This is an optimization exercise on Yosys and OpenROAD, whose aim is small area, a short achievable clock period and few clock cycles per item, not a production implementation. RTL that was checked went through simulation tests only; none was proved equivalent to the original. Power and IR drop assume default switching activity.

## v48
Design DT, start of the top module:
module DT(
	input			clk,
	input			reset,
	output	reg		done,
	output	reg		sti_rd,
	output		[9:0]	sti_addr,
	input		[15:0]	sti_di,
	output	reg		res_wr,
	output	reg		res_rd,
	output	reg	[13:0]	res_addr,
	output		[7:0]	res_do,
	input		[7:0]	res_di,
	output	reg		fw_finish
	);
For scale: ~790 cells after synthesis, about 63 I/O pins, ~5400 sq um of cells after synthesis.
export LEC_CHECK = 0
export ABC_AREA = 1
export CAP_MARGIN = 20
export CORE_MARGIN = 2
export CORE_UTILIZATION = 55
export PLACE_DENSITY = 0.7
export SETUP_SLACK_MARGIN = 2.0
export SLEW_MARGIN = 20
create_clock -name core_clock -period 5.0 [get_ports {clk}]
standard.sh (not shown) runs the stock make flow with config.mk's settings and CLKGATE_MAP_FILE= SYNTH_SCRIPT=/design/flow/synth_recipe.tcl, a recipe that flattens the netlist after the stock synthesis.
==> flow/flow/run.sh <==
#!/bin/bash
# Standard layout, with plain buffers (instead of delay cells) on the ports.
set -o pipefail
bash standard.sh "BUFFER_PORTS_ARGS=-buffer_cell sky130_fd_sc_hd__buf_1" finish > flow.log 2>&1
v48 finished every step from synthesis to the final layout, and the layout passed the timing, DRC and antenna checks.
Testbench counts of v48, summed over its fixed seeds: cycles 1,042,110, images 32.
The following lists how v51 was set up differently from v48:
Settings: clearing ABC_AREA, which used to be 1; swapping 2.0 for 1.5 in SETUP_SLACK_MARGIN.
==> flow/run.sh (new file) <==
#!/bin/bash
# synth_recipe.tcl (not shown) runs the flow's synth.tcl, then flattens the netlist and writes it again
# the make line also repeats each setting of config.mk as NAME=value (left out here)
make -C /OpenROAD-flow-scripts/flow DESIGN_CONFIG=/design/flow/config.mk WORK_HOME=/design/flow/orfs CLKGATE_MAP_FILE= SYNTH_SCRIPT=/design/flow/synth_recipe.tcl finish
removed: flow/flow/run.sh
removed: flow/standard.sh
## What came out
- Compared with v48, in v51 pin slew with the least headroom to its limit went up 73 ps, sequential share of layout area decreased by 2.0 points relative to the old numbers, final-stage net count fell 162.
- v48 → v51: via-per-instance ratio went up by 8.4%; design area +7.0%.
Here is what was changed in the inputs of v50 compared with v51.
Settings: ABC_AREA now 1, previously not set.
==> flow/flow/run.sh (new file) <==
#!/bin/bash
# Standard layout, with plain buffers (instead of delay cells) on the ports.
set -o pipefail
bash standard.sh "BUFFER_PORTS_ARGS=-buffer_cell sky130_fd_sc_hd__buf_1" finish > flow.log 2>&1
==> flow/standard.sh (new file) <==
#!/bin/bash
# synth_recipe.tcl (not shown) runs the flow's synth.tcl, then flattens the netlist and writes it again
# the make line also repeats each setting of config.mk as NAME=value (left out here)
make -C /OpenROAD-flow-scripts/flow DESIGN_CONFIG=/design/flow/config.mk WORK_HOME=/design/flow/orfs CLKGATE_MAP_FILE= SYNTH_SCRIPT=/design/flow/synth_recipe.tcl "${@:-finish}"
removed: flow/run.sh
### Flow results
- When v50 is set beside v51, its first-pass GRT wire length turns out to be 3.0% larger.
- The worst slack at placement of v50 exceeds that of v51 by 690 ps.
- v51 → v50: average routed wire per standard cell lower; required time of the critical path higher; met3 track demand over resource in global routing roughly the same; via count higher; post-synthesis instance area higher.
- v50 vs. v51: post-layout utilization of the core went down 5.5 points; post-layout instance area fell by 7.8%; power drawn by the combinational cells saw a decrease.
- Of v50 and v51, it is v50 that has the higher core region area.

---

## run A
DT, a different RTL version from the one above (not shown whole).
For scale: roughly 780 cells after synthesis, roughly 69 flip-flops, roughly 63 I/O pins.
==> flow/config.mk <==
export PLATFORM = sky130hd
export DESIGN_NAME = DT
export DESIGN_NICKNAME = DT
export VERILOG_FILES = /design/flow/design.v
export SDC_FILE = /design/flow/constraint.sdc
export NUM_CORES = 4
export LEC_CHECK = 0
export ABC_AREA = 1
export CAP_MARGIN = 20
export CORE_MARGIN = 2
export CORE_UTILIZATION = 65
export PLACE_DENSITY = 0.8
export SETUP_SLACK_MARGIN = 2.3
export SLEW_MARGIN = 20
==> flow/constraint.sdc <==
create_clock -name core_clock -period 5.0 [get_ports {clk}]
set_input_delay 1.0000 -clock core_clock [delete_from_list [all_inputs] [get_ports {clk}]]
set_output_delay 1.0000 -clock core_clock [all_outputs]
set_load 0.01 [all_outputs]
==> flow/flow/run.sh <==
#!/bin/bash
# Standard layout, with plain buffers (instead of delay cells) on the ports.
set -o pipefail
bash standard.sh "BUFFER_PORTS_ARGS=-buffer_cell sky130_fd_sc_hd__buf_1" finish > flow.log 2>&1
[inputs] run B vs run A
--- a/flow/config.mk
+++ b/flow/config.mk
@@ -10,5 +10,5 @@
 export CORE_MARGIN = 2
-export CORE_UTILIZATION = 65
-export PLACE_DENSITY = 0.8
-export SETUP_SLACK_MARGIN = 2.3
+export CORE_UTILIZATION = 55
+export PLACE_DENSITY = 0.7
+export SETUP_SLACK_MARGIN = 2.6
 export SLEW_MARGIN = 20
Wire: run B routes more than run A. Looking at power dissipated by switching net loads, run B sits about 12% higher than run A does. In run B, number of signal-net buffers in the layout is higher than in run A. The proportion of cell area occupied by registers reported for run B is smaller than that of run A by 3.5 points. Setup WNS run A -> run B: better. Of run A and run B, the run reporting the lower share of power burned in the clock network was run A. Final hold slack up 71 ps in run B wrt run A. Count of multi-input gates: run B higher than run A. When the final numbers for run A and run B were put side by side, the share of the clock period used by the worst path turned out to be greater in run A. Looking at final total power, run B sits above run A.
The inputs of run C differ from those of run B as listed below.
--- a/flow/config.mk
+++ b/flow/config.mk
@@ -11,4 +11,5 @@
 export CORE_UTILIZATION = 55
+export CTS_BUF_LIST = sky130_fd_sc_hd__clkbuf_4
 export PLACE_DENSITY = 0.7
-export SETUP_SLACK_MARGIN = 2.6
+export SETUP_SLACK_MARGIN = 2.3
 export SLEW_MARGIN = 20
When the final numbers for run C and run B were put side by side, the cell count of the worst reg-to-reg path turned out to be greater in run B.
| design area | higher: run B |
Going from run B to run C, post-synthesis instance area level; net switching share of the total power went up 0.71 points; final cell count without fillers down 37.
Delta (run C minus run B): utilization now sits lower, number of violations reported at the end of detailed-routing iteration 0 now sits lower, power now sits lower, power share of the combinational group now sits lower.
[inputs] run D vs run C
--- a/flow/config.mk
+++ b/flow/config.mk
@@ -11,5 +11,4 @@
 export CORE_UTILIZATION = 55
-export CTS_BUF_LIST = sky130_fd_sc_hd__clkbuf_4
 export PLACE_DENSITY = 0.7
-export SETUP_SLACK_MARGIN = 2.3
+export SETUP_SLACK_MARGIN = 2.15
 export SLEW_MARGIN = 20
## What came out
The tightest hold margin number comes out higher for run C vs run D.
Summary of run D over run C: register-to-register slack has decreased; fraction of layout cells with a size suffix above 1 has decreased.
No run of this note included a check of the RTL's function; only the layout flow was run.

static timing again, ports no longer ideal:
No port has a modelled driver above. Below, the same layouts with a new extraction and two added sets of constraints. Step 1 sets driving cells, clkbuf_16 on the clock port and buf_2 on the other inputs (assumed; they add their load-dependent delay and slew). Step 2 also shifts input and output timing later by t, the mid clock arrival at the registers, as if the neighbouring blocks saw the same clock. Slacks: ideal ports / drivers / drivers and shift; pairs: ideal ports / drivers.
| run | t (ns) | slack for setup (ns) | clock arrival spread, ns |
|---|---|---|---|
| v48 | 0.371 | 2.156 / 2.170 / 1.799 | 0.015 / 0.015 |
| v51 | 0.366 | 1.601 / 1.610 / 1.244 | 0.010 / 0.010 |
| v50 | 0.370 | 1.854 / 1.854 / 1.546 | 0.015 / 0.016 |
| run A | 0.379 | 2.364 / 2.364 / 2.043 | 0.009 / 0.009 |
| run B | 0.392 | 2.482 / 2.489 / 2.097 | 0.011 / 0.012 |
| run C | 0.456 | 2.411 / 2.423 / 1.967 | 0.016 / 0.016 |
| run D | 0.387 | 2.258 / 2.270 / 1.884 | 0.008 / 0.007 |
After both steps setup and hold are still met in every run listed. The setup slack of run C, which loses most, moves by +0.012 ns with the drivers and by -0.444 ns with both steps.
